From an optimization exercise on the open Yosys and OpenROAD flow, aimed at small area and a short achievable clock period; shortcuts taken in it are not production practice.
At most, simulation tests tie the RTL to the original design; equivalence was not proved.
No functional check of the RTL was part of runs 2 to 4.
Power is estimated from default activity; no workload was simulated.

File: constraint.sdc
create_clock -name core_clock -period 6.0 [get_ports {clk}]
set_input_delay 1.2000 -clock core_clock [delete_from_list [all_inputs] [get_ports {clk}]]
set_output_delay 1.2000 -clock core_clock [all_outputs]
set_load 0.01 [all_outputs]
File: run.sh
#!/bin/bash
# synth_recipe.tcl (not shown) runs the flow's synth.tcl, then flattens the netlist and writes it again
# the make line also repeats each setting of config.mk as NAME=value (left out here)
make -C /OpenROAD-flow-scripts/flow DESIGN_CONFIG=/design/flow/config.mk WORK_HOME=/design/flow/orfs CLKGATE_MAP_FILE= SYNTH_SCRIPT=/design/flow/synth_recipe.tcl finish
File: design.v
`timescale 1ns / 1ps
module alu_top(
    input             clk,
    input      [31:0] a,
    input      [31:0] b,
    input      [3:0]  aluc,
    output reg [31:0] r,
    output reg        zero,
    output reg        carry,
    output reg        negative,
    output reg        overflow
    );
    reg  [31:0] a_q;
    reg  [31:0] b_q;
    reg  [3:0]  aluc_q;
    wire [31:0] r_w;
    wire        zero_w;
    wire        carry_w;
    wire        negative_w;
    wire        overflow_w;
    alu u_alu(
        .a(a_q), .b(b_q), .aluc(aluc_q),
        .r(r_w), .zero(zero_w), .carry(carry_w),
        .negative(negative_w), .overflow(overflow_w)
    );
    always @(posedge clk) begin
        a_q      <= a;
        b_q      <= b;
        aluc_q   <= aluc;
        r        <= r_w;
        zero     <= zero_w;
        carry    <= carry_w;
        negative <= negative_w;
        overflow <= overflow_w;
    end
endmodule

`timescale 1ns / 1ps
module alu(
    input [31:0] a,		
    input  [31:0] b,
    input [3:0] aluc,		     
    output reg [31:0] r,		 
    output reg zero,			 
    output reg carry,			 
    output reg negative,		 
    output reg overflow		     
    );
    reg mid;
    always @(*)
    begin
    overflow=0;             
    carry=0;
    zero=0;                 
    negative=0;             
    case (aluc)
    4'b0000: {carry,r}=$unsigned(a)+$unsigned(b);         
    4'b0010:                                                 
    begin
    r=$signed(a)+$signed(b);                               
    overflow=a[31]&b[31]^a[30]&b[30];                      
    negative=r[31];
    end    
    4'b0001:{carry,r}=$unsigned(a)-$unsigned(b);      
    4'b0011:                                                  
    begin
    r=$signed(a)-$signed(b);
   overflow=((a[31]==0&&b[31]==1&&r[31]==1)|| (a[31]==1&&b[31]==0&&r[31]==0))?1:0;
    negative=r[31];
    end
    4'b0100:r=a&b;        	 
    4'b0101:r=a|b;        	 
    4'b0110:r=a^b;            
    4'b0111:r=~(a|b);         
    4'b1001:r={b[15:0],16'b0};
    4'b1000:r={b[15:0],16'b0};
    4'b1011:
    begin
    r=( $signed(a)<$signed(b) )? 1:0;             
zero=(a-b==0)?1:0;
    negative=r;
    end
    4'b1010:
    begin
    r=(a<b)? 1:0;         
zero=(a-b==0)?1:0;	
    carry=r[0];
    end
   4'b1100:
        begin
        r=$signed(b)>>>a;                   
        carry=(a<32)? b[a[4:0]] : 1'b0;    
        end
        4'b1110:
        begin
        r=b<<a;              
        if(a>0)              
        carry=(a<=32)? b[6'd32-a[5:0]] : 1'b0;    
        end
        4'b1111:
        begin
        r=b<<a;              
        if(a>0)              
        carry=(a<=32)? b[6'd32-a[5:0]] : 1'b0;    
        end
        4'b1101:
        begin
        r=b>>a;        
        carry=(a<32)? b[a[4:0]] : 1'b0;    
        end
    endcase
    if(aluc!=4'b1011&&aluc!=4'b1010)
    zero=(r==0)?1:0;             
    if(aluc!=4'b1011&&aluc!=4'b0010&&aluc!=4'b0011)
    negative=r[31];
    end
endmodule
File: config.mk
export PLATFORM = sky130hd
export DESIGN_NAME = alu_top
export DESIGN_NICKNAME = alu_top
export VERILOG_FILES = /design/flow/design.v
export SDC_FILE = /design/flow/constraint.sdc
export NUM_CORES = 4
export LEC_CHECK = 0
export CAP_MARGIN = 20
export CORE_MARGIN = 2
export CORE_UTILIZATION = 40
export SLEW_MARGIN = 20
==> flow_metrics.tcl, run 1 <==
set metrics [dict create \
    status "complete, no violations" \
    synth-edff-count 0 \
    nFillCells 3603 \
    ys.flop_type "dfxtp_1" \
    nets 2059 \
    ys_async_sr_fraction_pct 0 \
    crit_path_start "a_q[4]" \
    clkSlewWorstSetupHoldPaths_ps 80 \
    crit_slowest_cell "dfxtp_1" \
    final_cells 2357 \
    yosysSeqAreaShare_pct 14.3 \
    multi_input_area_mm2 0.0113 \
    synth_fp_nets 2023 \
    place_hpwl_um 61300 \
    num_vias 16597 \
    avgRoutedWirePerCell_um 33.7 \
    die_w_um 194 \
    slowest_delay_ps 780 \
    drt_drc_violations_left 0 \
    drv_slew 0 \
    cts_tree "yes" \
    initial_core_util_pct 40.7 \
    ctsResizeCount 0 \
    grt_max_degree 80 \
    die_y_um 194 \
    period_share_pct 90.6 \
    path_buf_inv 1 \
    netlist-cell-type-count 92 \
    power.density_mw_per_mm2 177 \
    start_kind "flip-flop" \
    hold_viol_final 0 \
    arrival_ps 5780 \
    grt_pass1_wl_um 113000 \
    ys_warn_count 2 \
    worst_pin_slew_ps 1070 \
    grt_pass1_vias 15646 \
    avgSynthCellArea_um2 7.83 \
    htree_levels 3 \
    syn_to_final_growth_pct 13.0 \
    portBuffers 104 \
    holdCritStartpoint "a_q[31]" \
    r2r_slack_ps 560 \
    first_pass_iters 6 \
    core_area_mm2 0.0357 \
    drive_gt1_share_pct 12.9 \
    routed_wl_um 79300 \
    regArea_mm2 0.00210 \
    viasPerCell 7.04 \
    antenna_left 0 \
    finalSetupTns_ps 0 \
    cts_setup_buffers 0 \
    vdd_drop_max_v 0.000143 \
    crit_top_cell "o211ai_1" \
    cts.sinks 104 \
    r2r-start "a_q[4]" \
    dp.cells 2340 \
    critical_path_class "reg -> reg" \
    critical_path.top_delay_family "simple AND/OR/NAND/NOR gates" \
    gp_congestion 1.12 \
    grt_use_total_pct 41.1 \
    worstPathRequired_ps 6340 \
    leakagePower_nw 6.34 \
    synthDominantCellAreaShare_pct 14.3 \
    synthCells 1854 \
    grt_setup_unrepaired "false" \
    skew_ps 14.5 \
    crit_chain "clkinv_1, ha_1, a21oi_1, o211ai_1, a21boi_0, mux2_2, a211oi_1, o211ai_1, nor4_1, o21ai_0, nor4_2, nand4b_1, or4_1, nand2_1" \
    crit_fanout 19 \
    hold_path.class "reg -> reg" \
    fmax_mhz 184 \
    io_pins 105 \
    cts.root.buffer_cell "clkbuf_16" \
    max-clock-path-buffers 2 \
    drt_iter0_drc 2613 \
    synth_seq_cells 104 \
    grt-ovfl-total 0 \
    setup_viol 0 \
    drv_cap 0 \
    dieArea_mm2 0.0378 \
    clk_latency_ps 400 \
    yosysTopAreaCell "dfxtp_1" \
    cts_made_buffers 9 \
    synth.top_cells.by_area "dfxtp_1 (14%), mux4_2 (11%), ha_1 (8.4%)" \
    min_period_ps 5440 \
    syn-cell-area_mm2 0.0145 \
    hold_buffers 0 \
    relSlewSlack_pct 28.3 \
    cp-end-kind "flip-flop" \
    rows 69 \
    antenna_found_initial 3 \
]
-- cell usage in the layout, fill, tap and decap left out, types with 25 or more instances in the layout --
| cell type | n |
|---|---|
| nand3_1 | 47 |
| a22oi_1 | 31 |
| ha_1 | 98 |
| o22ai_1 | 27 |
| o21ai_0 | 87 |
| a211oi_1 | 26 |
| mux2i_1 | 77 |
| buf_4 | 84 |
| xnor2_1 | 75 |
| nor2_1 | 157 |
| nand2_1 | 128 |
| clkdlybuf4s50_1 | 104 |
| inv_1 | 105 |
| mux4_2 | 70 |
| mux2_2 | 25 |
| dfxtp_1 | 98 |
| a21oi_1 | 128 |
| nor3_1 | 61 |
| o211ai_1 | 33 |
-- final cells by class --
cell class	count	share of cell area (%)
antenna	1	0.0153
clock buffer	9	1.37
clock inverter	7	0.473
inverter	109	2.50
multi-input combinational	1475	68.8
sequential	104	12.8
tap	461	3.52
timing repair buffer	191	10.6
-- final timing paths --
check,to,cells after the start
max,zero,14
min,overflow,3
max reg2reg,zero,14
min reg2reg,overflow,3
-- through the flow --
step	area (um^2)	total power, mW	hold WS, ps	setup WS [ps]	util, %
after floorplan	14500	1.66	722	1210	-
after detailed placement	16100	2.21	909	781	45.1
after global routing	16400	2.99	970	286	46.0
final	16400	2.90	926	564	46.0
after CTS	16400	2.86	925	759	46.0
after global placement	16100	2.21	908	803	45.1
-- registers in the layout, indices dropped and copies added, names as in the netlist --
name      count
aluc_q        4
negative      1
a_q          32
r            32
overflow      1
b_q          32
carry         1
zero          1
-- synthesized netlist by cell type (10+ instances only) --
master	instances
a211oi_1	26
a21o_1	14
a21oi_1	128
a221oi_1	22
a22oi_1	31
a311oi_1	11
a31oi_1	22
and2_1	11
and3_1	13
buf_1	10
buf_2	50
buf_4	10
clkbuf_1	93
dfxtp_1	104
ha_1	98
inv_1	105
mux2_2	25
mux2i_1	77
mux4_2	70
nand2_1	128
nand2b_1	21
nand3_1	47
nand4_1	13
nor2_1	157
nor2b_1	15
nor3_1	61
nor4_1	22
o211ai_1	33
o21ai_0	87
o221ai_1	12
o22ai_1	27
o31ai_1	17
or2_2	10
or3_1	13
xnor2_1	75
xor2_1	12
-- worst min-delay path, delay by kind of cell, from the launching register on --
family          cells  cell delay, ps
flops               1             360
compound gates      1             100
fa+ha+maj           1             270
mux                 1             150
-- where the power goes --
part           switching [mW]  internal, mW  leakage, nW
clock network           0.312         0.328        0.147
logic                   0.867         0.550         5.32
registers              0.0928         0.749        0.876
-- layer usage --
layer	vias to the layer above	routed length [um]	global-route usage [%]
met1	7922	30800	53.4
met3	307	9210	10.2
met5	-	13	0
met2	1341	33200	60.5
met4	2	6160	26.6
li1	7025	-	-
-- cell families after synthesis --
kind of cell / share of synthesized area (%)
adder cells (fa/ha/maj): 8.73
AND/OR/NAND/NOR: 18.9
buffers and inverters: 7.96
XOR/XNOR: 5.25
multiplexers: 18.1
flip-flops: 14.3
AO/OA/AOI/OAI: 26.7
==> inputs of run 2 (changes only) <==
==> design.v (replaced) <==
`timescale 1ns / 1ps
module alu_top(
    input             clk,
    input      [31:0] a,
    input      [31:0] b,
    input      [3:0]  aluc,
    output reg [31:0] r,
    output reg        zero,
    output reg        carry,
    output reg        negative,
    output reg        overflow
    );
    reg  [31:0] a_q;
    reg  [31:0] b_q;
    reg  [3:0]  aluc_q;
    wire [31:0] r_w;
    wire        zero_w;
    wire        carry_w;
    wire        negative_w;
    wire        overflow_w;
    alu u_alu(
        .a(a_q), .b(b_q), .aluc(aluc_q),
        .r(r_w), .zero(zero_w), .carry(carry_w),
        .negative(negative_w), .overflow(overflow_w)
    );
    always @(posedge clk) begin
        a_q      <= a;
        b_q      <= b;
        aluc_q   <= aluc;
        r        <= r_w;
        zero     <= zero_w;
        carry    <= carry_w;
        negative <= negative_w;
        overflow <= overflow_w;
    end
endmodule

`timescale 1ns / 1ps
module alu(
    input  [31:0] a,
    input  [31:0] b,
    input  [3:0]  aluc,
    output [31:0] r,
    output        zero,
    output        carry,
    output        negative,
    output        overflow
    );
    wire op_arith = (aluc[3:2] == 2'b00);             
    wire op_logic = (aluc[3:2] == 2'b01);             
    wire op_lui   = (aluc[3:1] == 3'b100);            
    wire op_slt   = (aluc[3:1] == 3'b101);            
    wire op_shift = (aluc[3:2] == 2'b11);             
    wire op_left  = (aluc[3:1] == 3'b111);            
    wire op_sra   = (aluc == 4'b1100);
    wire        inv = aluc[0] | aluc[3];
    wire [31:0] bx  = b ^ {32{inv}};
    wire [32:0] s   = {1'b0, a} + {1'b0, bx} + {32'b0, inv};
    wire [31:0] sum = s[31:0];
    wire        cout = s[32];
    wire [31:0] p  = a ^ bx;
    wire [31:0] kz = {p[31:1] ~^ (a[30:0] | bx[30:0]), p[0] ~^ inv};
    wire sum_zero  = &kz;
    wire eq   = ~|(a ^ b);
    wire lt_u = ~cout;
    wire lt_s = (a[31] ^ b[31]) ? a[31] : sum[31];
    wire lt   = aluc[0] ? lt_s : lt_u;
    reg [31:0] lg;
    always @(*) begin
        case (aluc[1:0])
            2'b00: lg = a & b;
            2'b01: lg = a | b;
            2'b10: lg = a ^ b;
            default: lg = ~(a | b);
        endcase
    end
    wire [31:0] brev;
    genvar i;
    generate for (i = 0; i < 32; i = i + 1) begin : g_rev
        assign brev[i] = b[31 - i];
    end endgenerate
    wire        fill = op_sra & b[31];
    wire [32:0] x    = {op_left ? brev : b, 1'b0};
    wire [32:0] y    = $signed({fill, x}) >>> a[4:0];
    wire [31:0] yr   = y[32:1];
    wire [31:0] yl;
    generate for (i = 0; i < 32; i = i + 1) begin : g_rrev
        assign yl[i] = yr[31 - i];
    end endgenerate
    wire big   = |a[31:5];
    wire a_is32 = (a == 32'd32);
    wire [31:0] sh = big ? (op_left ? 32'b0 : {32{fill}}) : (op_left ? yl : yr);
    wire sh_carry = op_left ? (big ? (a_is32 & b[0]) : y[0]) : (~big & y[1]);
    wire [31:0] other = ({32{op_logic}} & lg)
                      | ({32{op_lui}}   & {b[15:0], 16'b0})
                      | ({32{op_shift}} & sh);
    assign r = op_arith ? sum : (other | {31'b0, op_slt & lt});
    assign zero = op_arith ? sum_zero : op_slt ? eq : ~|other;
    assign negative = r[31] | (aluc == 4'b1011 & lt_s);
    assign carry = (aluc == 4'b0000 & cout)
                 | (aluc == 4'b0001 & ~cout)
                 | (aluc == 4'b1010 & lt_u)
                 | (op_shift & sh_carry);
    assign overflow = (aluc == 4'b0010 & ((a[31] & b[31]) ^ (a[30] & b[30])))
                    | (aluc == 4'b0011 & (a[31] ^ b[31]) & (sum[31] ^ a[31]));
endmodule
==> run 2 against run 1 <==
Effect of this change: via count down 34%; critical path depth up 2; setup slack better by 650 ps; sequential share of layout area up 3.8 points; sequential cell count unchanged; cell count down 26%; core utilization up 0.44 points; first-iteration DRC count down 43%; wire length down 43%; count of clock-buffer cells in the layout unchanged; non-clock buffer count down 67; clock power about the same; largest cell class unchanged.
==> flow_metrics.tcl, run 2 <==
set metrics [dict create \
    status "complete, no violations" \
    top_regs "a_q (32), b_q (32), r (32)" \
    switchingPower_mw 1.09 \
    grt-ovfl-total 0 \
    worst_slack_ps 1210 \
    yosysMostFrequentCell "ha_1" \
    synthTopCellsByCount "ha_1 (125), nand2_1 (111), dfxtp_1 (104)" \
    r2r_end "r[0]" \
    die_w_um 170 \
    crit_chain "nor2_4, buf_4, xnor2_1, inv_1, ha_1, nand4_1, nor4b_1, o32a_1, a31o_2, a21oi_1, o31ai_1, a31oi_1, xnor2_1, mux2_1, nand3_1, a31oi_1" \
    synth_fp_nets 1546 \
    setup_viol 0 \
    hold_viol_final 0 \
    dp.cells 1718 \
    crit_fanout 18 \
    final_cells 1734 \
    yosysSeqAreaShare_pct 18.9 \
    crit_path_end "r[0]" \
    rr_worst_depth 16 \
    crit_slowest_cell "nor2_4" \
    drv_slew 0 \
    relSlewSlack_pct 34.0 \
    die_y_um 170 \
    clkSlewWorstSetupHoldPaths_ps 90 \
    ys.flop_type "dfxtp_1" \
    critical_path_class "reg -> reg" \
    most-common-layout-cells "ha_1 (125), nand2_1 (111), clkdlybuf4s50_1 (104), dfxtp_1 (101), inv_1 (97)" \
    skew_ps 20.3 \
    initial_core_util_pct 40.8 \
    power.total_mw 2.60 \
    cts_made_buffers 9 \
    htree_levels 3 \
    cp-end-kind "flip-flop" \
    r2r-start "aluc_q[3]" \
    ys_async_sr_fraction_pct 0 \
    viasPerCell 6.30 \
    grt_setup_unrepaired "false" \
    routed_wl_um 45500 \
    hold_buffers 0 \
    crit_path_start "aluc_q[3]" \
    period_share_pct 79.8 \
    nets 1583 \
    ys_warn_count 2 \
    max-clock-path-buffers 2 \
    cts_tree "yes" \
    dieArea_mm2 0.0289 \
    pwr-share-seq_pct 32.4 \
    slowest_delay_ps 540 \
    leakagePower_nw 5.47 \
    avgSynthCellArea_um2 8.17 \
    synth-edff-count 0 \
    finalSetupTns_ps 0 \
    syn_to_final_growth_pct 13.7 \
    portBuffers 104 \
    gp_congestion 1.03 \
    antenna_found_initial 0 \
    ctsResizeCount 0 \
    core_area_mm2 0.0270 \
    intPower_mw 1.51 \
    grt_max_degree 74 \
    syn-cell-area_mm2 0.0110 \
    swShare_pct 42.0 \
    num_vias 10931 \
    design_area_mm2 0.0125 \
    fmax_mhz 209 \
    pre_cts_ws_ps 1330 \
    drive_gt1_share_pct 6.96 \
    synthCells 1351 \
    combPwrFrac_pct 43.1 \
    yosysTopAreaCell "dfxtp_1" \
    clock_power_share_pct 24.5 \
    grt_pass1_vias 9898 \
    hold_path.class "reg -> reg" \
    nFillCells 2734 \
    r2r_slack_ps 1210 \
    antenna_left 0 \
    start_kind "flip-flop" \
    worstPathRequired_ps 6310 \
    final_common_cell "ha_1" \
    fin_util_pct 46.4 \
    drv_cap 0 \
    rows 60 \
    first_pass_iters 7 \
    arrival_ps 5090 \
    place_area_mm2 0.0123 \
    path_buf_inv 2 \
    critical_path.top_delay_family "compound AO/OA/AOI/OAI gates" \
    worst_pin_slew_ps 988 \
    io_pins 105 \
    synth_seq_cells 104 \
    netlist-cell-type-count 78 \
    avgRoutedWirePerCell_um 26.3 \
    synth.top_cells.by_area "dfxtp_1 (19%), ha_1 (14%), mux2i_1 (8.5%)" \
    place_hpwl_um 35200 \
    cts_setup_buffers 0 \
    holdWs_ps 888 \
    power.density_mw_per_mm2 207 \
    grt_pass1_wl_um 66300 \
    cts.root.buffer_cell "clkbuf_16" \
    drt_iter0_drc 1499 \
    antennaDiodeCount 0 \
    min_period_ps 4790 \
    synthDominantCellAreaShare_pct 18.9 \
    drt_drc_violations_left 0 \
    cp.depth 16 \
    grt_use_total_pct 31.1 \
    cts.sinks 104 \
    clk_latency_ps 380 \
    vdd_drop_max_v 0.000131 \
]
-- run 2: final cells by class --
cell class / count / area [um^2] / share of cell area (%)
multi-input cells: 1050 / 8170 / 65.1
flip-flops and latches: 104 / 2090 / 16.6
repair buffers: 124 / 1190 / 9.49
well taps: 341 / 427 / 3.40
inverters: 99 / 372 / 2.96
clock buffers: 9 / 225 / 1.79
clock inverters: 7 / 70.1 / 0.558
-- run 2: layer usage --
layer  track usage (%)  vias up  wire (um)
li1                  -     4923          -
met1              45.1     5245      19700
met2              46.1      687      19600
met3              6.12       76       4910
met4              10.0        0       1390
met5                 0        -          0
-- run 2: cell families after synthesis --
| group | Yosys count | share of synthesized area (%) |
|---|---|---|
| AOI/OAI and AO/OA | 341 | 20.2 |
| and+or+nand+nor | 323 | 13.9 |
| buffers and inverters | 197 | 7.22 |
| muxes | 135 | 15.6 |
| adders and majority gates | 126 | 14.3 |
| xor gates and xnor gates | 125 | 9.92 |
| DFF | 104 | 18.9 |
-- run 2: worst min path at each step --
| stage | from | end | slack [ps] | cells past startpoint |
|---|---|---|---|---|
| 6_report | a_q[31] | overflow | 890 | 4 |
| 5_1_grt | a_q[31] | overflow | 970 | 4 |
| 4_1_cts | a_q[31] | overflow | 890 | 4 |
| 3_5_place_dp | a_q[31] | overflow | 860 | 4 |
| 3_3_place_gp | a_q[31] | overflow | 860 | 4 |
| 2_1_floorplan | b_q[13] | r[29] | 630 | 2 |
-- run 2: power by group through the flow --
stage | combinational [mW] | sequential [mW] | clock [mW]
5_1_grt | 1.18 | 0.846 | 0.668
4_1_cts | 1.08 | 0.839 | 0.640
3_5_place_dp | 1.08 | 0.855 | 0
2_1_floorplan | 0.681 | 0.822 | 0
3_3_place_gp | 1.08 | 0.854 | 0
6_report | 1.12 | 0.841 | 0.636
-- run 2: worst register-to-register path, delay by kind of cell, from the launching register on --
kind | cells | cell delay [ps]
AOI/OAI and AO/OA | 6 | 1530
and+or+nand+nor | 4 | 1050
buffers and inverters | 2 | 510
xor gates and xnor gates | 2 | 510
DFF | 1 | 500
adders and majority gates | 1 | 410
muxes | 1 | 200
==> inputs of run 3 (changes only) <==
--- a/config.mk
+++ b/config.mk
@@ -9,3 +9,4 @@
 export CORE_MARGIN = 2
 export CORE_UTILIZATION = 40
+export SETUP_SLACK_MARGIN = 3.5
 export SLEW_MARGIN = 20
==> run 3 against run 2 <==
Effect of this change: area after synthesis unchanged; sequential cell count is the same; count of clock-buffer cells in the layout rose by 1; largest power group unchanged; highest routed layer unchanged.
==> flow_metrics.tcl, run 3 <==
set metrics [dict create \
    status "complete, no violations" \
    setup_viol 0 \
    top_regs "a_q (32), b_q (32), r (32)" \
    yosysSeqAreaShare_pct 18.9 \
    start_kind "flip-flop" \
    worstPathRequired_ps 6230 \
    synthCells 1351 \
    first_pass_iters 5 \
    synthDominantCellAreaShare_pct 18.9 \
    drive_gt1_share_pct 25.3 \
    grt_pass1_wl_um 72700 \
    htree_levels 3 \
    cts.sinks 104 \
    clk_latency_ps 380 \
    rows 60 \
    die_w_um 170 \
    combPwrFrac_pct 50.7 \
    syn-cell-area_mm2 0.0110 \
    ys_async_sr_fraction_pct 0 \
    pre_cts_ws_ps 1750 \
    fmax_mhz 286 \
    synthTopCellsByCount "ha_1 (125), nand2_1 (111), dfxtp_1 (104)" \
    hold_buffers 0 \
    leakagePower_nw 6.42 \
    power.density_mw_per_mm2 200 \
    crit_fanout 8 \
    avgRoutedWirePerCell_um 27.8 \
    yosysTopAreaCell "dfxtp_1" \
    yosysMostFrequentCell "ha_1" \
    drv_cap 0 \
    worst_pin_slew_ps 1020 \
    io_pins 105 \
    skew_ps 18.8 \
    hold_viol_final 0 \
    cts_made_buffers 9 \
    grt_max_degree 63 \
    max-clock-path-buffers 2 \
    num_vias 11844 \
    switchingPower_mw 1.25 \
    antenna_left 0 \
    routed_wl_um 51100 \
    ys_warn_count 2 \
    gp_congestion 0.993 \
    drv_slew 0 \
    grt_use_total_pct 34.4 \
    portBuffers 104 \
    core_area_mm2 0.0270 \
    min_period_ps 3500 \
    die_y_um 170 \
    nets 1686 \
    place_hpwl_um 37100 \
    relSlewSlack_pct 31.7 \
    period_share_pct 58.4 \
    netlist-cell-type-count 78 \
    avgSynthCellArea_um2 8.17 \
    ys.flop_type "dfxtp_1" \
    cts_tree "yes" \
    grt_setup_unrepaired "true" \
    finalSetupTns_ps 0 \
    drt_drc_violations_left 0 \
    initial_core_util_pct 40.8 \
    dieArea_mm2 0.0289 \
    antenna_found_initial 1 \
    viasPerCell 6.44 \
    synth.top_cells.by_area "dfxtp_1 (19%), ha_1 (14%), mux2i_1 (8.5%)" \
    worst_slack_ps 2500 \
    vdd_drop_max_v 0.000116 \
    swShare_pct 41.7 \
    clkSlewWorstSetupHoldPaths_ps 80 \
    drt_iter0_drc 1442 \
    clock_power_share_pct 21.3 \
    critical_path_class "reg -> reg" \
    synth_fp_nets 1546 \
    cp-end-kind "flip-flop" \
    nFillCells 2423 \
    grt_pass1_vias 11061 \
    synth-edff-count 0 \
    multi_input_area_mm2 0.00943 \
    cts.root.buffer_cell "clkbuf_16" \
    arrival_ps 3740 \
    pwr-share-seq_pct 28.0 \
    most-common-layout-cells "nand2_1 (107), ha_1 (105), clkdlybuf4s50_1 (104), inv_1 (91), mux2i_1 (91)" \
    hold_path.class "reg -> reg" \
    syn_to_final_growth_pct 35.8 \
    regArea_mm2 0.00212 \
    grt-ovfl-total 0 \
    synth_seq_cells 104 \
    intPower_mw 1.75 \
    final_common_cell "nand2_1" \
]
==> run 3: cell count changes in the layout (fill, tap and decap cells not counted), moves of 16 or more <==
cell     delta
buf_6      +22
o21ai_0    -33
xnor2_2    +17
xnor2_1    -22
a21oi_1    -22
o21ai_1    +18
a21oi_2    +16
dfxtp_1    -17
buf_4      +64
ha_1       -20
==> run 3: final timing paths <==
check	cells past startpoint	slack, ps	end	startpoint
setup / recovery	16	2500	r[25]	b_q[15]
hold / removal	2	850	r[22]	b_q[6]
setup reg to reg	16	2500	r[25]	b_q[15]
hold reg to reg	2	850	r[22]	b_q[6]
==> run 3: per-stage QoR <==
stage | hold slack (ps) | utilization (%) | total power [mW] | std cells | cell area [um^2]
floorplan | 627 | - | 1.52 | 1351 | 11200
global placement | 827 | 45.6 | 1.95 | 1723 | 12300
detailed placement | 827 | 45.7 | 1.95 | 1723 | 12300
CTS | 808 | 52.4 | 2.78 | 1810 | 14200
global route | 846 | 55.5 | 3.10 | 1838 | 15000
finish | 849 | 55.5 | 3.00 | 1838 | 15000
==> run 3: cell type report <==
type / instances / area share (%)
Clock buffer: 10 / 1.59
Sequential cell: 104 / 14.2
Tap cell: 341 / 2.85
Clock inverter: 6 / 0.467
Multi-Input combinational cell: 1051 / 62.9
Antenna cell: 1 / 0.0167
Timing Repair Buffer: 226 / 15.5
Inverter: 99 / 2.54
==> run 3: worst max-delay path: stages (launching register included) <==
cell and delay, ps:
dfxtp_1 830, xnor2_2 210, inv_1 80, ha_1 350, nand4_1 170, o221ai_2 130
a221oi_2 330, nand2_1 140, a21oi_4 220, buf_4 150, buf_6 90, buf_6 80
buf_6 90, nor2_4 40, a31oi_4 210, xor2_2 170, o21ai_1 70
==> run 3: logic make-up (layout without fill, tap and decap cells) <==
| group | count (synthesis) | after routing | share of synthesized area (%) |
|---|---|---|---|
| compound gates | 341 | 341 | 20.2 |
| buf+inv | 197 | 341 | 7.22 |
| fa+ha+maj | 126 | 126 | 14.3 |
| flops | 104 | 104 | 18.9 |
| simple gates | 323 | 324 | 13.9 |
| mux | 135 | 135 | 15.6 |
| xor+xnor | 125 | 125 | 9.92 |
| other cells | 0 | 1 | 0 |
==> run 3: power groups by stage <==
| stage | sequential [mW] | clock [mW] | combinational [mW] |
|---|---|---|---|
| floorplan | 0.822 | 0 | 0.699 |
| global placement | 0.853 | 0 | 1.10 |
| detailed placement | 0.854 | 0 | 1.10 |
| CTS | 0.832 | 0.642 | 1.31 |
| global route | 0.840 | 0.669 | 1.59 |
| finish | 0.839 | 0.640 | 1.52 |
==> run 3: what timing repair did <==
action                     in CTS  in global routing
pin swaps                      54                 53
setup buffers                  64                 27
resized for setup             185                125
cloned                          7                  0
setup endpoints to repair      36                 36
==> run 3: metal layers <==
metal / part of all wire, % / GRT usage (%) / vias up
li1: - / - / 5143
met4: 6.1 / 16.6 / 0
met2: 42 / 51.4 / 856
met1: 40 / 47.0 / 5657
met5: 0 / 0 / -
met3: 12 / 7.05 / 188
==> inputs of run 4 (changes only) <==
--- a/design.v
+++ b/design.v
@@ -56,8 +56,16 @@
     wire        inv = aluc[0] | aluc[3];
     wire [31:0] bx  = b ^ {32{inv}};
-    wire [32:0] s   = {1'b0, a} + {1'b0, bx} + {32'b0, inv};
-    wire [31:0] sum = s[31:0];
-    wire        cout = s[32];
-    wire [31:0] p  = a ^ bx;
+    wire [31:0] p   = a ^ bx;
+    wire [31:0] g   = a & bx;
+    wire [31:0] g0 = {g[31:1], g[0] | (p[0] & inv)};
+    wire [31:0] g1, p1, g2, p2, g3, p3, g4, p4, g5, p5;
+    sk_level #(0) u_l0 (.gi(g0), .pi(p),  .go(g1), .po(p1));
+    sk_level #(1) u_l1 (.gi(g1), .pi(p1), .go(g2), .po(p2));
+    sk_level #(2) u_l2 (.gi(g2), .pi(p2), .go(g3), .po(p3));
+    sk_level #(3) u_l3 (.gi(g3), .pi(p3), .go(g4), .po(p4));
+    sk_level #(4) u_l4 (.gi(g4), .pi(p4), .go(g5), .po(p5));
+    wire [31:0] c    = {g5[30:0], inv};         
+    wire [31:0] sum  = p ^ c;
+    wire        cout = g5[31];
     wire [31:0] kz = {p[31:1] ~^ (a[30:0] | bx[30:0]), p[0] ~^ inv};
     wire sum_zero  = &kz;
@@ -105,2 +113,20 @@
                     | (aluc == 4'b0011 & (a[31] ^ b[31]) & (sum[31] ^ a[31]));
 endmodule
+module sk_level #(parameter L = 0) (
+    input  [31:0] gi,
+    input  [31:0] pi,
+    output [31:0] go,
+    output [31:0] po
+    );
+    genvar k;
+    generate for (k = 0; k < 32; k = k + 1) begin : g_bit
+        if (k & (1 << L)) begin : g_op
+            localparam integer J = ((k >> L) << L) - 1;
+            assign go[k] = gi[k] | (pi[k] & gi[J]);
+            assign po[k] = pi[k] & pi[J];
+        end else begin : g_pass
+            assign go[k] = gi[k];
+            assign po[k] = pi[k];
+        end
+    end endgenerate
+endmodule
--- a/config.mk
+++ b/config.mk
@@ -6,7 +6,7 @@
 export NUM_CORES = 4
 export LEC_CHECK = 0
+export ABC_AREA = 1
 export CAP_MARGIN = 20
 export CORE_MARGIN = 2
-export CORE_UTILIZATION = 40
-export SETUP_SLACK_MARGIN = 3.5
+export CORE_UTILIZATION = 60
 export SLEW_MARGIN = 20
==> run 4 against run 3 <==
Effect of this change: first-iteration DRC count grew 27%; core utilization is 14 points higher; critical path type unchanged; synthesized cell count rose by 13%; clock skew is 10 ps lower; combinational power is 39% lower; largest power group unchanged; clock power shrank 8.1%; hold slack got worse by 190 ps; sequential share of layout area increased by 3.9 points; fmax fell by 23%; critical endpoint is now r[0]; via count is 3.3% lower; sequential power is 3.6% lower.
==> flow_metrics.tcl, run 4 <==
set metrics [dict create \
    grt_use_total_pct 42.3 \
    cp-end-kind "flip-flop" \
    power.density_mw_per_mm2 202 \
    pre_cts_ws_ps 1680 \
    min_period_ps 4520 \
    routed_wl_um 38400 \
    htree_levels 3 \
    syn_to_final_growth_pct 13.3 \
    worstPathRequired_ps 6210 \
    yosysTopAreaCell "dfxtp_1" \
    dp.cells 1789 \
    drive_gt1_share_pct 3.40 \
    place_area_mm2 0.0112 \
    cts_setup_buffers 0 \
    antennaDiodeCount 0 \
    initial_core_util_pct 61.4 \
    worst_slack_ps 1480 \
    drt_iter0_drc 1835 \
    clkSlewWorstSetupHoldPaths_ps 80 \
    skew_ps 8.38 \
    r2r-start "aluc_q[3]" \
    synthTopCellsByCount "nand3_1 (342), nand2_1 (338), inv_1 (147)" \
    status "complete, no violations" \
    num_vias 11457 \
    crit_path_start "aluc_q[3]" \
    rows 47 \
    yosysSeqAreaShare_pct 20.5 \
    clk_latency_ps 370 \
    synthCells 1531 \
    place_hpwl_um 29500 \
    design_area_mm2 0.0115 \
    viasPerCell 6.34 \
    period_share_pct 75.4 \
    synth_seq_cells 104 \
    top_regs "a_q (32), b_q (32), r (32)" \
    start_kind "flip-flop" \
    antenna_found_initial 1 \
    synth-edff-count 0 \
    ys_warn_count 2 \
    arrival_ps 4730 \
    nets 1779 \
    holdWs_ps 662 \
    leakagePower_nw 5.65 \
    synthDominantCellAreaShare_pct 20.5 \
    r2r_end "r[0]" \
    core_area_mm2 0.0166 \
    netlist-cell-type-count 47 \
    ctsResizeCount 0 \
    antenna_left 0 \
    grt_setup_unrepaired "false" \
    vdd_drop_max_v 0.000186 \
    first_pass_iters 10 \
    ys.flop_type "dfxtp_1" \
    cts_made_buffers 9 \
    syn-cell-area_mm2 0.0102 \
    hold_viol_final 0 \
    setup_viol 0 \
    max-clock-path-buffers 2 \
    finalSetupTns_ps 0 \
    dieArea_mm2 0.0180 \
    cts.sinks 104 \
    hold_path.class "reg -> reg" \
    most-common-layout-cells "nand3_1 (342), nand2_1 (338), inv_1 (146), ha_1 (124)" \
    critical_path_class "reg -> reg" \
    grt_pass1_wl_um 58800 \
    final_cells 1806 \
    drv_slew 0 \
    relSlewSlack_pct 20.5 \
    fmax_mhz 221 \
    crit_fanout 21 \
    fin_util_pct 69.5 \
    synth_fp_nets 1729 \
    drv_cap 0 \
    crit_path_end "r[0]" \
    gp_congestion 1.13 \
    power.total_mw 2.33 \
    io_pins 105 \
    rr_worst_depth 20 \
    grt-ovfl-total 0 \
    final_common_cell "nand3_1" \
    grt_max_degree 74 \
    grt_pass1_vias 10369 \
    hold_buffers 0 \
    die_y_um 134 \
    worst_pin_slew_ps 1190 \
    die_w_um 134 \
    portBuffers 104 \
    avgSynthCellArea_um2 6.65 \
    avgRoutedWirePerCell_um 21.2 \
    yosysMostFrequentCell "nand3_1" \
    drt_drc_violations_left 0 \
    cts_tree "yes" \
    cts.root.buffer_cell "clkbuf_16" \
    ys_async_sr_fraction_pct 0 \
    synth.top_cells.by_area "dfxtp_1 (20%), nand3_1 (17%), ha_1 (15%)" \
    r2r_slack_ps 1480 \
]
==> run 4: cell types whose count changed after synthesis, sizes merged, moves of 28 or more <==
cell	delta
o21ai	-61
inv	+50
nand2	+235
nand3	+321
xnor2	-73
a21oi	-38
xor2	+30
clkbuf	-40
mux4	-28
mux2i	-94
==> run 4: power by group <==
group          switching (mW)  total [mW]  internal, mW  leakage [nW]
Clock                   0.289       0.588         0.299         0.141
Sequential             0.0598       0.809         0.749         0.874
Combinational           0.569       0.930         0.361          4.64
==> run 4: routing by layer <==
metal  vias up  routed length, um  share of wire [%]  GRT usage (%)
li1       5267                  -                  -              -
met1      5129              14400                 38           54.1
met2       866              15900                 41           64.0
met3       191               5220                 14           11.7
met4         4               2780                7.2           23.9
met5         -                 35              0.091              0
==> run 4: worst max-delay path, cell delays in order (launching register included) <==
cell	delay, ps
dfxtp_1	820
nor2_4	210
nand2_1	130
o21ai_0	130
fa_1	440
inv_1	110
nand3_1	90
nand2_1	110
nand3_1	80
nand2_1	120
nand2_1	100
a31oi_1	280
a21oi_1	240
o21ai_4	360
nand3_1	170
nand2_1	110
nand2_1	80
nand2_1	130
o21ai_0	120
o21ai_0	320
nand3_1	200
==> run 4: worst min-delay path by stage <==
stage | startpoint | end | slack [ps] | depth (start not counted)
6_report | a_q[31] | overflow | 660 | 3
3_5_place_dp | a_q[31] | overflow | 630 | 3
4_1_cts | a_q[31] | overflow | 640 | 3
5_1_grt | a_q[31] | overflow | 700 | 3
2_1_floorplan | a_q[31] | overflow | 550 | 3
3_3_place_gp | a_q[31] | overflow | 630 | 3
==> run 4: layout make-up <==
| type | instances | area, um^2 |
|---|---|---|
| clock buffers | 10 | 239 |
| repair buffers | 120 | 1170 |
| clock inverters | 6 | 50.0 |
| multi-input cells | 1193 | 7140 |
| flip-flops and latches | 104 | 2080 |
| fillers | 1461 | 5050 |
| inverters | 153 | 574 |
| well taps | 220 | 275 |
==> run 4: kinds of logic after synthesis <==
family | count (synthesis) | share of synthesized area, %
and+or+nand+nor | 820 | 36.4
buffers and inverters | 234 | 9.49
AOI/OAI and AO/OA | 162 | 10.3
adders and majority gates | 129 | 16.2
DFF | 104 | 20.5
xor gates and xnor gates | 82 | 7.06
==> inputs of run 5 (changes only) <==
--- a/design.v
+++ b/design.v
@@ -51,8 +51,8 @@
     wire op_lui   = (aluc[3:1] == 3'b100);            
     wire op_slt   = (aluc[3:1] == 3'b101);            
-    wire op_shift = (aluc[3:2] == 2'b11);             
     wire op_left  = (aluc[3:1] == 3'b111);            
+    wire op_right = (aluc[3:1] == 3'b110);            
     wire op_sra   = (aluc == 4'b1100);
-    wire        inv = aluc[0] | aluc[3];
+    wire        inv = ~aluc[2] & (aluc[0] | aluc[3]);
     wire [31:0] bx  = b ^ {32{inv}};
     wire [31:0] p   = a ^ bx;
@@ -68,19 +68,13 @@
     wire [31:0] sum  = p ^ c;
     wire        cout = g5[31];
-    wire [31:0] kz = {p[31:1] ~^ (a[30:0] | bx[30:0]), p[0] ~^ inv};
+    wire [31:0] kz = {p[31:1] ~^ (g[30:0] | p[30:0]), p[0] ~^ inv};
     wire sum_zero  = &kz;
-    wire eq   = ~|(a ^ b);
     wire lt_u = ~cout;
     wire lt_s = (a[31] ^ b[31]) ? a[31] : sum[31];
     wire lt   = aluc[0] ? lt_s : lt_u;
-    reg [31:0] lg;
-    always @(*) begin
-        case (aluc[1:0])
-            2'b00: lg = a & b;
-            2'b01: lg = a | b;
-            2'b10: lg = a ^ b;
-            default: lg = ~(a | b);
-        endcase
-    end
+    wire t_and = op_logic & ~aluc[1];                 
+    wire t_xor = op_logic & (aluc[1] ^ aluc[0]);      
+    wire t_nor = op_logic & aluc[1] & aluc[0];        
+    wire [31:0] lg = ({32{t_and}} & g) | ({32{t_xor}} & p) | ({32{t_nor}} & ~(g | p));
     wire [31:0] brev;
     genvar i;
@@ -88,7 +82,8 @@
         assign brev[i] = b[31 - i];
     end endgenerate
+    wire        big  = |a[31:5];
     wire        fill = op_sra & b[31];
-    wire [32:0] x    = {op_left ? brev : b, 1'b0};
-    wire [32:0] y    = $signed({fill, x}) >>> a[4:0];
+    wire [31:0] xs   = big ? {32{fill}} : (op_left ? brev : b);
+    wire [32:0] y    = $signed({fill, xs, 1'b0}) >>> a[4:0];
     wire [31:0] yr   = y[32:1];
     wire [31:0] yl;
@@ -96,18 +91,17 @@
         assign yl[i] = yr[31 - i];
     end endgenerate
-    wire big   = |a[31:5];
-    wire a_is32 = (a == 32'd32);
-    wire [31:0] sh = big ? (op_left ? 32'b0 : {32{fill}}) : (op_left ? yl : yr);
+    wire a_is32   = ~|a[31:6] & a[5] & ~|a[4:0];
     wire sh_carry = op_left ? (big ? (a_is32 & b[0]) : y[0]) : (~big & y[1]);
-    wire [31:0] other = ({32{op_logic}} & lg)
+    wire [31:0] other = lg
                       | ({32{op_lui}}   & {b[15:0], 16'b0})
-                      | ({32{op_shift}} & sh);
+                      | ({32{op_right}} & yr)
+                      | ({32{op_left}}  & yl);
     assign r = op_arith ? sum : (other | {31'b0, op_slt & lt});
-    assign zero = op_arith ? sum_zero : op_slt ? eq : ~|other;
+    assign zero = (op_arith | op_slt) ? sum_zero : ~|other;
     assign negative = r[31] | (aluc == 4'b1011 & lt_s);
     assign carry = (aluc == 4'b0000 & cout)
                  | (aluc == 4'b0001 & ~cout)
                  | (aluc == 4'b1010 & lt_u)
-                 | (op_shift & sh_carry);
+                 | ((op_left | op_right) & sh_carry);
     assign overflow = (aluc == 4'b0010 & ((a[31] & b[31]) ^ (a[30] & b[30])))
                     | (aluc == 4'b0011 & (a[31] ^ b[31]) & (sum[31] ^ a[31]));
@@ -121,5 +115,5 @@
     genvar k;
     generate for (k = 0; k < 32; k = k + 1) begin : g_bit
-        if (k & (1 << L)) begin : g_op
+        if ((k >> L) % 2 == 1) begin : g_op
             localparam integer J = ((k >> L) << L) - 1;
             assign go[k] = gi[k] | (pi[k] & gi[J]);
--- a/config.mk
+++ b/config.mk
@@ -9,4 +9,4 @@
 export CAP_MARGIN = 20
 export CORE_MARGIN = 2
-export CORE_UTILIZATION = 60
+export CORE_UTILIZATION = 45
 export SLEW_MARGIN = 20
==> run 5 against run 4 <==
Effect of this change: combinational power fell by 6.2%; clock skew rose by 7.9 ps; sequential power barely moved; global-route usage fell by 8.9 points; synthesized cell count fell by 8.9%; non-clock buffer count fell by 1; via count fell by 15%; wire length fell by 8.0%; setup slack improved by 310 ps.
==> flow_metrics.tcl, run 5 <==
set metrics [dict create \
    syn-cell-area_mm2 0.00897 \
    die_w_um 145 \
    rr_worst_depth 24 \
    holdWs_ps 611 \
    synth_compound_area_share_pct 11.0 \
    drive_gt1_share_pct 4.53 \
    grt_pass1_vias 8979 \
    period_share_pct 70.2 \
    crit_path_start "aluc_q[3]" \
    antenna_left 0 \
    synth_fp_nets 1538 \
    avgSynthCellArea_um2 6.43 \
    htree_levels 3 \
    leakagePower_nw 5.04 \
    grt_setup_unrepaired "false" \
    wl_met3_um 3750 \
    cts.sinks 104 \
    grt_max_degree 64 \
    synthTopCellsByCount "nand3_1 (308), nand2_1 (296), inv_1 (142)" \
    cts_setup_buffers 0 \
    met1Wirelength_um 15200 \
    core_area_mm2 0.0195 \
    top_regs "a_q (32), b_q (32), r (32)" \
    relSlewSlack_pct 29.2 \
    hold_depth 3 \
    ys.flop_type "dfxtp_1" \
    yosysMostFrequentCell "nand3_1" \
    first_pass_iters 6 \
    clk_latency_ps 380 \
    status "complete, no violations" \
    synth_top_family_by_area "simple AND/OR/NAND/NOR gates" \
    synthCells 1395 \
    drt_drc_violations_left 0 \
    cts_made_buffers 9 \
    hold_viol_final 0 \
    die_y_um 145 \
    dieArea_mm2 0.0211 \
    critical_path.top_delay_family "simple AND/OR/NAND/NOR gates" \
    critical_path_class "reg -> reg" \
    num_vias 9772 \
    worst_pin_slew_ps 1060 \
    grt-ovfl-total 0 \
    synth.top_cells.by_area "dfxtp_1 (23%), nand3_1 (17%), nand2_1 (12%)" \
    io_pins 105 \
    netlist-cell-type-count 47 \
    met2_length_um 14700 \
    power.total_mw 2.31 \
    portBuffers 104 \
    hold_buffers 0 \
    viasPerCell 5.67 \
    finalSetupTns_ps 0 \
    ys_warn_count 1 \
    start_kind "flip-flop" \
    gp_congestion 1.04 \
    crit_chain "o21ai_4, buf_4, xor2_1, inv_1, ha_1, a21oi_1, o21ai_0, nand2_1, nand2_1, nand2_1, a31oi_1, nand2_1, nand2_1, nand2_1, nand2_1, nand2_1, nand2_1, a21oi_1, nor2_1, inv_1, nand3_1, nand3_1, nand2_1, nand3_1" \
    drt_iter0_drc 1502 \
    r2r_end "r[0]" \
    antenna_found_initial 0 \
    synth_seq_cells 104 \
    r2r-start "aluc_q[3]" \
    cts.root.buffer_cell "clkbuf_16" \
    grt_use_total_pct 33.4 \
    fmax_mhz 237 \
    synth-simple-area-share_pct 36.8 \
    setup_viol 0 \
    ys_async_sr_fraction_pct 0 \
    crit_slowest_cell "o21ai_4" \
    yosys.area_share.adder_pct 10.7 \
    yosysTopAreaCell "dfxtp_1" \
    synthDominantCellAreaShare_pct 23.2 \
    most-common-layout-cells "nand3_1 (308), nand2_1 (296), inv_1 (142), clkdlybuf4s50_1 (104), dfxtp_1 (103)" \
    antennaDiodeCount 0 \
    grt_pass1_wl_um 53700 \
    nets 1595 \
    whs_endpoint "overflow" \
    vdd_drop_max_v 0.000143 \
    yosysSeqAreaShare_pct 23.2 \
    path_buf_inv 3 \
    max-clock-path-buffers 2 \
    place_hpwl_um 28200 \
    min_period_ps 4210 \
    cts_tree "yes" \
    clkSlewWorstSetupHoldPaths_ps 80 \
    routed_wl_um 35300 \
    crit_top_cell "nand2_1" \
    synth-edff-count 0 \
    holdCritStartpoint "a_q[31]" \
    synth_xor_area_share_pct 7.71 \
    top_layer "met4" \
    drv_cap 0 \
    skew_ps 16.3 \
    ctsResizeCount 0 \
    r2r_slack_ps 1790 \
    power.density_mw_per_mm2 221 \
    hold_path.class "reg -> reg" \
    slowest_delay_ps 430 \
    cp-end-kind "flip-flop" \
    avgRoutedWirePerCell_um 20.5 \
    syn_to_final_growth_pct 16.4 \
    rows 51 \
    final_common_cell "nand3_1" \
    crit_fanout 12 \
    initial_core_util_pct 45.9 \
    drv_slew 0 \
    arrival_ps 4460 \
    worstPathRequired_ps 6250 \
    muxShareOfSynthArea_pct 0 \
]
-- run 5: changes by cell type after synthesis, moves of 11 or more --
cell / before / now
buf_2: 31 / 16
o2111ai_1: 15 / 0
o21ai_0: 32 / 52
ha_1: 124 / 69
inv_2: 2 / 14
nand2_1: 338 / 296
o22ai_1: 19 / 6
a22o_1: 0 / 11
clkbuf_1: 25 / 39
nand3_1: 342 / 308
nand4_1: 31 / 10
nor2_1: 72 / 101
-- run 5: final cells by class --
type	count	area [um^2]
Multi-Input combinational cell	1057	5960
Clock inverter	7	85.1
Tap cell	265	332
Timing Repair Buffer	119	1150
Clock buffer	9	225
Sequential cell	104	2080
Inverter	161	604
Fill cell	2075	9080
-- run 5: stage by stage --
step / std cells / cell area [um^2] / utilization (%) / setup WS [ps]
finish: 1722 / 10400 / 53.5 / 1790
global route: 1722 / 10400 / 53.5 / 1450
CTS: 1722 / 10400 / 53.5 / 1580
detailed placement: 1706 / 10100 / 51.9 / 1620
global placement: 1706 / 10100 / 51.9 / 1750
floorplan: 1395 / 8970 / - / 2420
-- run 5: worst max-delay path by stage --
| stage | to | slack, ps | depth (start not counted) |
|---|---|---|---|
| after floorplan | r[0] | 2420 | 25 |
| after global placement | r[0] | 1750 | 24 |
| after detailed placement | r[0] | 1620 | 24 |
| after CTS | r[0] | 1580 | 24 |
| after global routing | r[0] | 1450 | 24 |
| final | r[0] | 1790 | 24 |
-- run 5: worst reg2reg max path, cell delays in order, from the launching register on --
cell	delay (ps)
dfxtp_1	420
o21ai_4	430
buf_4	320
xor2_1	310
inv_1	80
ha_1	330
a21oi_1	80
o21ai_0	240
nand2_1	80
nand2_1	80
nand2_1	90
a31oi_1	230
nand2_1	80
nand2_1	110
nand2_1	60
nand2_1	170
nand2_1	80
nand2_1	250
a21oi_1	130
nor2_1	150
inv_1	70
nand3_1	80
nand3_1	70
nand2_1	90
nand3_1	60
-- run 5: cells by family after synthesis --
| logic type | Yosys count |
|---|---|
| and+or+nand+nor | 744 |
| buffers and inverters | 234 |
| AOI/OAI and AO/OA | 160 |
| DFF | 104 |
| xor gates and xnor gates | 79 |
| adders and majority gates | 74 |
-- run 5: report_power, final --
part	switching, mW	leakage (nW)	internal (mW)
clock	0.330	0.146	0.298
combinational	0.521	4.02	0.352
sequential	0.0501	0.875	0.758
-- run 5: metal layers --
layer,vias up,track usage [%]
met5,-,0
met4,0,14.3
met3,77,7.96
met2,538,49.0
met1,4440,46.6
li1,4717,-
==> inputs of run 6 (changes only) <==
==> flow/run.sh (new file) <==
#!/bin/bash
# Layout flow: the standard synthesis, then the combinational logic is
# mapped again onto the standard cells with a delay-oriented ABC script (the
# registers, their names and cell types are kept as the standard synthesis
# made them), then the standard layout from floorplan to finish with
# buf_1 port buffers.
# Each tool's output goes to a log file of its own in this folder.
set -euo pipefail
here=$(pwd)
res=$here/orfs/results/${FLOW_PLATFORM}/alu_top/base
lib=$FLOW_HOME/platforms/${FLOW_PLATFORM}/lib/sky130_fd_sc_hd__tt_025C_1v80.lib
yosys_bin=$FLOW_HOME/../tools/install/yosys/bin/yosys
[[ -x $yosys_bin ]] || yosys_bin=yosys

# 1. standard synthesis
bash standard.sh synth > "$here/flow_synth.log" 2>&1

# 2. map the combinational logic again
cp "$res/1_2_yosys.v" "$here/standard_synth.v"
dont_use=""
for c in $(sed -n '/^export DONT_USE_CELLS/,/^#/p' "$FLOW_HOME/platforms/${FLOW_PLATFORM}/config.mk" | grep -o 'sky130_fd_sc_hd__[A-Za-z0-9_]*'); do
  dont_use="$dont_use -dont_use $c"
done
cat > "$here/remap.ys" <<EOS
read_liberty -ignore_miss_func $lib
read_verilog $here/standard_synth.v
hierarchy -top $FLOW_TOP
setattr -mod -set keep_hierarchy 1 sky130_fd_sc_hd__dfxtp_1
flatten
opt_clean -purge
abc -script $here/flow/remap.abc -liberty $lib $dont_use
opt_clean -purge
hilomap -singleton -hicell sky130_fd_sc_hd__conb_1 HI -locell sky130_fd_sc_hd__conb_1 LO
splitnets
opt_clean -purge
select $FLOW_TOP
tee -o $here/remap_stat.txt stat -liberty $lib
write_verilog -noattr -nohex -nodec -selected $here/remap.v
EOS
"$yosys_bin" -s "$here/remap.ys" > "$here/remap.log" 2>&1
cp "$here/remap.v" "$res/1_2_yosys.v"
rm -f "$res/1_synth.odb" "$res/1_synth.sdc"

# 3. standard layout on the new netlist
bash standard.sh "BUFFER_PORTS_ARGS=-buffer_cell sky130_fd_sc_hd__buf_1" finish > "$here/flow_finish.log" 2>&1
==> flow/remap.abc (new file) <==
strash
 dch -f
 map
 topo
 stime -c
 buffer -c
 upsize -c
 dnsize -c
 dnsize -c
==> standard.sh (new file) <==
#!/bin/bash
# synth_recipe.tcl (not shown) runs the flow's synth.tcl, then flattens the netlist and writes it again
# the make line also repeats each setting of config.mk as NAME=value (left out here)
make -C /OpenROAD-flow-scripts/flow DESIGN_CONFIG=/design/flow/config.mk WORK_HOME=/design/flow/orfs CLKGATE_MAP_FILE= SYNTH_SCRIPT=/design/flow/synth_recipe.tcl "${@:-finish}"
--- a/config.mk
+++ b/config.mk
@@ -6,5 +6,4 @@
 export NUM_CORES = 4
 export LEC_CHECK = 0
-export ABC_AREA = 1
 export CAP_MARGIN = 20
 export CORE_MARGIN = 2
removed: run.sh
==> run 6 against run 5 <==
Effect of this change: still clean; highest routed layer is now met5; combinational power down 1%; fmax down 10%; global-route usage up 13 points; sequential power down 1%; largest cell class unchanged; sequential cell count unchanged.
==> flow_metrics.tcl, run 6 <==
set metrics [dict create \
    grt_max_degree 52 \
    gp_congestion 1.14 \
    dp.cells 1890 \
    relSlewSlack_pct 29.1 \
    critical_path.top_delay_family "compound AO/OA/AOI/OAI gates" \
    status "complete, no violations" \
    avgRoutedWirePerCell_um 27.6 \
    skew_ps 19.6 \
    vdd_drop_max_v 0.000169 \
    nets 1695 \
    setup_viol 0 \
    path_buf_inv 2 \
    grt_use_total_pct 45.9 \
    drt_drc_violations_left 0 \
    dieArea_mm2 0.0229 \
    cp-end-kind "flip-flop" \
    critical_path_class "reg -> reg" \
    rows 53 \
    slowest_delay_ps 900 \
    crit_fanout 33 \
    hold_buffers 0 \
    antenna_left 0 \
    cts_tree "yes" \
    clkSlewWorstSetupHoldPaths_ps 100 \
    final_cells 1911 \
    crit_top_cell "o21ai_0" \
    top_regs "a_q (32), b_q (32), r (32)" \
    io_pins 105 \
    max-clock-path-buffers 2 \
    ys_warn_count 1 \
    num_vias 13111 \
    viasPerCell 6.86 \
    most-common-layout-cells "nand2_1 (389), nand3_1 (153), inv_1 (115)" \
    final_common_cell "nand2_1" \
    cts.sinks 104 \
    core_area_mm2 0.0212 \
    avgSynthCellArea_um2 6.35 \
    drv_slew 0 \
    cts_setup_buffers 0 \
    syn-cell-area_mm2 0.00976 \
    place_hpwl_um 41600 \
    hold_path.class "reg -> reg" \
    ctsResizeCount 0 \
    hold_viol_final 0 \
    grt_pass1_vias 11246 \
    cts.root.buffer_cell "clkbuf_16" \
    period_share_pct 78.5 \
    worst_pin_slew_ps 1060 \
    min_period_ps 4710 \
    grt_setup_unrepaired "false" \
    leakagePower_nw 4.60 \
    drive_gt1_share_pct 7.42 \
    finalSetupTns_ps 0 \
    syn_to_final_growth_pct 9.82 \
    worstPathRequired_ps 6250 \
    clk_latency_ps 390 \
    crit_chain "inv_1, nor2_4, buf_4, o21ai_0, a2111oi_1, o221ai_1, nand4_1, nor2_1, a21oi_1, a21boi_0, o21ai_0" \
    synthCells 1536 \
    die_w_um 151 \
    drt_iter0_drc 2579 \
    routed_wl_um 52700 \
    start_kind "flip-flop" \
    portBuffers 104 \
    fmax_mhz 212 \
    power.density_mw_per_mm2 215 \
    die_y_um 151 \
    htree_levels 3 \
    drv_cap 0 \
    crit_slowest_cell "a2111oi_1" \
    grt_pass1_wl_um 75300 \
    cts_made_buffers 9 \
    initial_core_util_pct 46.1 \
    first_pass_iters 9 \
    grt-ovfl-total 0 \
    synth_fp_nets 1605 \
    holdWs_ps 690 \
    arrival_ps 4960 \
    antenna_found_initial 3 \
]
[run 6: cell count changes in the layout (fill, tap and decap cells not counted), moves of 55 or more]
| cell | before | now |
|---|---|---|
| a21oi_1 | 37 | 92 |
| clkdlybuf4s50_1 | 104 | 0 |
| nand2_1 | 296 | 389 |
| buf_1 | 0 | 104 |
| nand3_1 | 308 | 153 |
| ha_1 | 69 | 0 |
[run 6: final cells by class]
cell class              instances  area, um^2
multi-input cells            1253        6900
flip-flops and latches        104        2080
clock buffers                   9         225
diodes                          5        12.5
well taps                     275         344
clock inverters                 7        86.3
inverters                     128         480
fillers                      2238       10400
repair buffers                130         586
[run 6: worst paths after layout]
| kind | start | end | slack, ps | cells after the start |
|---|---|---|---|---|
| setup reg to reg | aluc_q[1] | r[26] | 1290 | 11 |
| setup / recovery | aluc_q[1] | r[26] | 1290 | 11 |
| hold / removal | a_q[30] | overflow | 690 | 4 |
| hold reg to reg | a_q[30] | overflow | 690 | 4 |
[run 6: through the flow]
step | total power, mW | utilization [%] | setup WS, ps | cell area (um^2)
after floorplan | 1.31 | - | 2690 | 9760
after global placement | 1.62 | 49.1 | 1430 | 10400
after detailed placement | 1.61 | 49.1 | 1560 | 10400
after CTS | 2.25 | 50.6 | 1510 | 10700
after global routing | 2.38 | 50.6 | 1190 | 10700
final | 2.31 | 50.7 | 1290 | 10700
[run 6: routing by layer]
metal | GRT usage, % | share of wire, %
met3 | 19.1 | 17
met5 | 2.27 | 0.12
met2 | 63.7 | 39
met4 | 21.6 | 5.9
met1 | 60.9 | 38
[run 6: report_power, final]
| group | switching [mW] | internal [mW] |
|---|---|---|
| registers | 0.0488 | 0.748 |
| logic | 0.631 | 0.228 |
| clock network | 0.349 | 0.301 |
| total | 1.03 | 1.28 |
[run 6: tightest hold or removal path, stage by stage (launching register included)]
cell     delay (ps)
dfxtp_1         350
nand2_1         100
xor2_1           70
nand3_1          70
nand2_1          60
==> inputs of run 7 (changes only) <==
==> flow/remap.abc (replaced) <==
strash
 dch -f
 map
 topo
 stime -c
 buffer -c
 upsize -c
 dnsize -c
--- a/config.mk
+++ b/config.mk
@@ -6,6 +6,7 @@
 export NUM_CORES = 4
 export LEC_CHECK = 0
+export ABC_AREA = 1
 export CAP_MARGIN = 20
 export CORE_MARGIN = 2
-export CORE_UTILIZATION = 45
+export CORE_UTILIZATION = 40
 export SLEW_MARGIN = 20
==> run 7 against run 6 <==
Effect of this change: die area shrank 0.73%; largest cell class unchanged; sequential power is essentially flat; setup slack gained 420 ps; sequential cell count is the same; critical endpoint is now zero; non-clock buffer count shrank 5; largest power group is now sequential cells; still clean.
==> flow_metrics.tcl, run 7 <==
set metrics [dict create \
    status "complete, no violations" \
    cts_tree "yes" \
    htree_levels 3 \
    grt-ovfl-total 0 \
    fmax_mhz 233 \
    max-clock-path-buffers 2 \
    cts.sinks 104 \
    hold_buffers 0 \
    final_common_cell "nand2_1" \
    dieArea_mm2 0.0227 \
    num_vias 10696 \
    cts.root.buffer_cell "clkbuf_16" \
    ctsResizeCount 0 \
    cts_made_buffers 9 \
    grt_pass1_wl_um 62400 \
    drv_slew 0 \
    drt_drc_violations_left 0 \
    most-common-layout-cells "nand2_1 (290), nand3_1 (223), inv_1 (135)" \
    io_pins 105 \
    leakagePower_nw 4.15 \
    die_w_um 151 \
    crit_fanout 45 \
    syn-cell-area_mm2 0.00861 \
    worstPathRequired_ps 6240 \
    nets 1526 \
    grt_pass1_vias 9484 \
    worst_pin_slew_ps 980 \
    grt_max_degree 68 \
    relSlewSlack_pct 34.4 \
    viasPerCell 6.16 \
    arrival_ps 4530 \
    power.density_mw_per_mm2 233 \
    min_period_ps 4290 \
    top_regs "a_q (32), b_q (32), r (32)" \
    period_share_pct 71.5 \
    avgSynthCellArea_um2 6.26 \
    synth_fp_nets 1444 \
    drt_iter0_drc 1446 \
    power.total_mw 2.22 \
    core_area_mm2 0.0211 \
    drv_cap 0 \
    antenna_found_initial 0 \
    clk_latency_ps 380 \
    cts_setup_buffers 0 \
    finalSetupTns_ps 0 \
    cp-end-kind "flip-flop" \
    synthCells 1375 \
    place_hpwl_um 34900 \
    syn_to_final_growth_pct 11.0 \
    initial_core_util_pct 40.8 \
    hold_path.class "reg -> reg" \
    portBuffers 104 \
    gp_congestion 1.04 \
    ys_warn_count 1 \
    die_y_um 151 \
    grt_setup_unrepaired "false" \
    critical_path_class "reg -> reg" \
    vdd_drop_max_v 0.000127 \
    avgRoutedWirePerCell_um 24.8 \
    routed_wl_um 43000 \
    antennaDiodeCount 0 \
    setup_viol 0 \
    rows 53 \
    skew_ps 24.1 \
    hold_viol_final 0 \
    grt_use_total_pct 38.2 \
    antenna_left 0 \
    drive_gt1_share_pct 6.84 \
    first_pass_iters 6 \
    start_kind "flip-flop" \
    clkSlewWorstSetupHoldPaths_ps 90 \
]
[run 7: per-layer routing]
layer	routed length [um]	vias to the layer above	part of all wire (%)	GRT usage, %
met5	0	-	0	0
met4	2240	0	5.2	17.1
met3	5020	99	12	9.03
met2	17900	719	42	55.9
met1	17900	4885	41	53.1
li1	-	4993	-	-
[run 7: area by class of cell]
type                       instances  area (um^2)
inverter                         148          556
multi-input combinational       1069         5710
clock buffer                       9          225
fill                            2320        11500
sequential                       104         2080
clock inverter                     7         96.3
tap                              275          344
timing repair buffer             125          548
[run 7: per-stage QoR]
step / util, % / cells / instance area [um^2] / setup slack [ps] / hold WS, ps
floorplan: - / 1375 / 8610 / 3180 / 521
global placement: 43.8 / 1721 / 9230 / 1670 / 553
detailed placement: 43.8 / 1721 / 9230 / 1640 / 540
CTS: 45.3 / 1737 / 9550 / 1620 / 547
global route: 45.3 / 1737 / 9560 / 1410 / 623
finish: 45.3 / 1737 / 9560 / 1710 / 554
[run 7: worst paths after layout]
path	from	endpoint	slack, ps	cells past startpoint
max	a_q[7]	zero	1710	13
min	b_q[30]	overflow	550	2
max reg2reg	a_q[7]	zero	1710	13
min reg2reg	b_q[30]	overflow	550	2
[run 7: report_power, final]
group	leakage [nW]	internal (mW)	switching [mW]
logic	3.12	0.217	0.556
registers	0.875	0.753	0.0405
clock network	0.156	0.307	0.349
total	4.15	1.28	0.945
[run 7: critical path, stage by stage, from the launching register on]
cell and delay, ps:
dfxtp_1 350, nor4_1 550, nand3b_1 340, o21ai_4 860, buf_4 340, nand3_1 120
nand3_1 150, o211ai_1 150, nand4_1 200, a32oi_1 100, o221ai_1 650, nor3_1 120
nand4_1 130, o22ai_1 70
==> inputs of run 8 (changes only) <==
--- a/config.mk
+++ b/config.mk
@@ -10,3 +10,4 @@
 export CORE_MARGIN = 2
 export CORE_UTILIZATION = 40
+export GPL_TIMING_DRIVEN = 0
 export SLEW_MARGIN = 20
==> run 8 against run 7 <==
Effect of this change: still clean on timing, DRC and antenna; via count increased by 2.2%; first-iteration DRC count decreased by 4.8%; clock power is 4.7% lower; register-to-register slack got worse by 300 ps; fmax shrank 6.5%; setup slack got worse by 300 ps; synthesized cell count stayed put; cell count up 2.0%; largest cell class unchanged; largest power group unchanged.
==> flow_metrics.tcl, run 8 <==
set metrics [dict create \
    status "complete, no violations" \
    syn_to_final_growth_pct 12.1 \
    cts.sinks 104 \
    final_common_cell "nand2_1" \
    initial_core_util_pct 40.8 \
    worstPathRequired_ps 6240 \
    die_w_um 151 \
    max-clock-path-buffers 2 \
    drive_gt1_share_pct 6.76 \
    leakagePower_nw 4.20 \
    avgRoutedWirePerCell_um 24.9 \
    hold_buffers 0 \
    grt_use_total_pct 38.8 \
    min_period_ps 4590 \
    cts_made_buffers 9 \
    r2r-start "aluc_q[3]" \
    routed_wl_um 44100 \
    most-common-layout-cells "nand2_1 (290), nand3_1 (224), inv_1 (135), buf_1 (107), nor2_1 (104)" \
    synthCells 1375 \
    finalSetupTns_ps 0 \
    cts_tree "yes" \
    whs_endpoint "overflow" \
    worst_pin_slew_ps 1040 \
    fmax_mhz 218 \
    io_pins 105 \
    gp_congestion 1.05 \
    cts.root.buffer_cell "clkbuf_16" \
    drt_iter0_drc 1377 \
    die_y_um 151 \
    fin_util_pct 45.8 \
    clkSlewWorstSetupHoldPaths_ps 80 \
    syn-cell-area_mm2 0.00861 \
    relSlewSlack_pct 30.2 \
    cp-end-kind "flip-flop" \
    viasPerCell 6.17 \
    grt-ovfl-total 0 \
    avgSynthCellArea_um2 6.26 \
    hold_viol_final 0 \
    critical_path_class "reg -> reg" \
    portBuffers 104 \
    clk_latency_ps 370 \
    period_share_pct 76.4 \
    r2r_end "zero" \
    design_area_mm2 0.00965 \
    grt_pass1_wl_um 63500 \
    nFillCells 2353 \
    skew_ps 9.34 \
    power.density_mw_per_mm2 228 \
    ys_warn_count 1 \
    dieArea_mm2 0.0227 \
    nets 1559 \
    first_pass_iters 6 \
    synth_fp_nets 1444 \
    num_vias 10928 \
    rows 53 \
    hold_depth 2 \
    setup_viol 0 \
    drv_slew 0 \
    crit_fanout 11 \
    place_hpwl_um 36100 \
    hold_path.class "reg -> reg" \
    antenna_left 0 \
    top_regs "a_q (32), b_q (32), r (32)" \
    htree_levels 3 \
    arrival_ps 4830 \
    holdCritStartpoint "b_q[30]" \
    grt_pass1_vias 9803 \
    vdd_drop_max_v 0.000136 \
    place_area_mm2 0.00935 \
    drt_drc_violations_left 0 \
    core_area_mm2 0.0211 \
    start_kind "flip-flop" \
    antenna_found_initial 1 \
    ctsResizeCount 0 \
    drv_cap 0 \
    cts_setup_buffers 0 \
    grt_max_degree 40 \
    r2r_slack_ps 1410 \
    grt_setup_unrepaired "false" \
    rr_worst_depth 14 \
]
[run 8: how the worst max path moves through the flow]
stage	startpoint	to	cells after the start
floorplan	a_q[0]	negative	15
global placement	aluc_q[3]	zero	14
detailed placement	aluc_q[3]	zero	14
CTS	aluc_q[3]	zero	14
global route	aluc_q[3]	zero	14
finish	aluc_q[3]	zero	14
[run 8: area by class of cell]
cell class,instances,area (um^2),area share [%]
Multi-Input combinational cell,1069,5690,58.9
Sequential cell,104,2080,21.6
Inverter,148,556,5.75
Timing Repair Buffer,104,390,4.04
Tap cell,275,344,3.56
Buffer,54,287,2.97
Clock buffer,10,229,2.37
Clock inverter,6,76.3,0.791
Antenna cell,1,2.50,0.0259
[run 8: where the power goes]
group	switching, mW	total [mW]	internal, mW
logic	0.554	0.774	0.220
registers	0.0524	0.806	0.754
clock network	0.294	0.625	0.331
[run 8: per-layer routing]
metal / global-route usage [%] / share of wire [%] / vias to the layer above
li1: - / - / 5053
met1: 52.8 / 42 / 5004
met2: 57.6 / 41 / 741
met3: 10.5 / 12 / 130
met4: 16.8 / 5.2 / 0
met5: 0 / 0 / -
[run 8: critical path, cell delays in order, from the launching register on]
cell and delay (ps):
dfxtp_1 600, nand2_1 150, nor4_2 870, inv_1 330, o21ai_2 240, buf_2 310
nand3_1 150, nand3_1 160, nand2_1 120, o211ai_1 270, a32oi_1 180, o221ai_1 720
nor3_1 140, nand4_1 140, o22ai_1 80
[run 8: metrics by stage]
stage | hold slack, ps | setup WS [ps] | power (mW) | std cells
5_1_grt | 610 | 1290 | 2.29 | 1770
3_3_place_gp | 553 | 1620 | 1.56 | 1754
4_1_cts | 585 | 1740 | 2.18 | 1770
2_1_floorplan | 521 | 3180 | 1.28 | 1375
3_5_place_dp | 567 | 1740 | 1.56 | 1754
6_report | 583 | 1410 | 2.21 | 1771

==> what the ideal ports hide <==
In the flow no input, the clock included, has a driving cell. The finished layouts below were timed again as built, in two steps. Step 1 assumes that a clkbuf_16 drives the clock port and a buf_2 every other input. Step 2 also shifts input and output timing later by t, the mid clock arrival at the registers, as if the neighbouring blocks saw the same clock. Slacks: ideal / step 1 / step 2; pairs: ideal / step 1.
run | t (ns) | setup slack, ns | cell pins on the clock port's net
run 1 | 0.448 | 0.564 / 0.564 / 0.564 | 1
run 2 | 0.423 | 1.212 / 1.212 / 1.212 | 1
run 3 | 0.424 | 2.497 / 2.497 / 2.497 | 1
run 4 | 0.415 | 1.477 / 1.477 / 1.477 | 1
run 5 | 0.419 | 1.787 / 1.787 / 1.787 | 1
run 6 | 0.433 | 1.293 / 1.293 / 1.293 | 1
run 7 | 0.422 | 1.710 / 1.710 / 1.710 | 1
run 8 | 0.416 | 1.414 / 1.414 / 1.414 | 1
After both steps setup and hold are still met in every run listed.
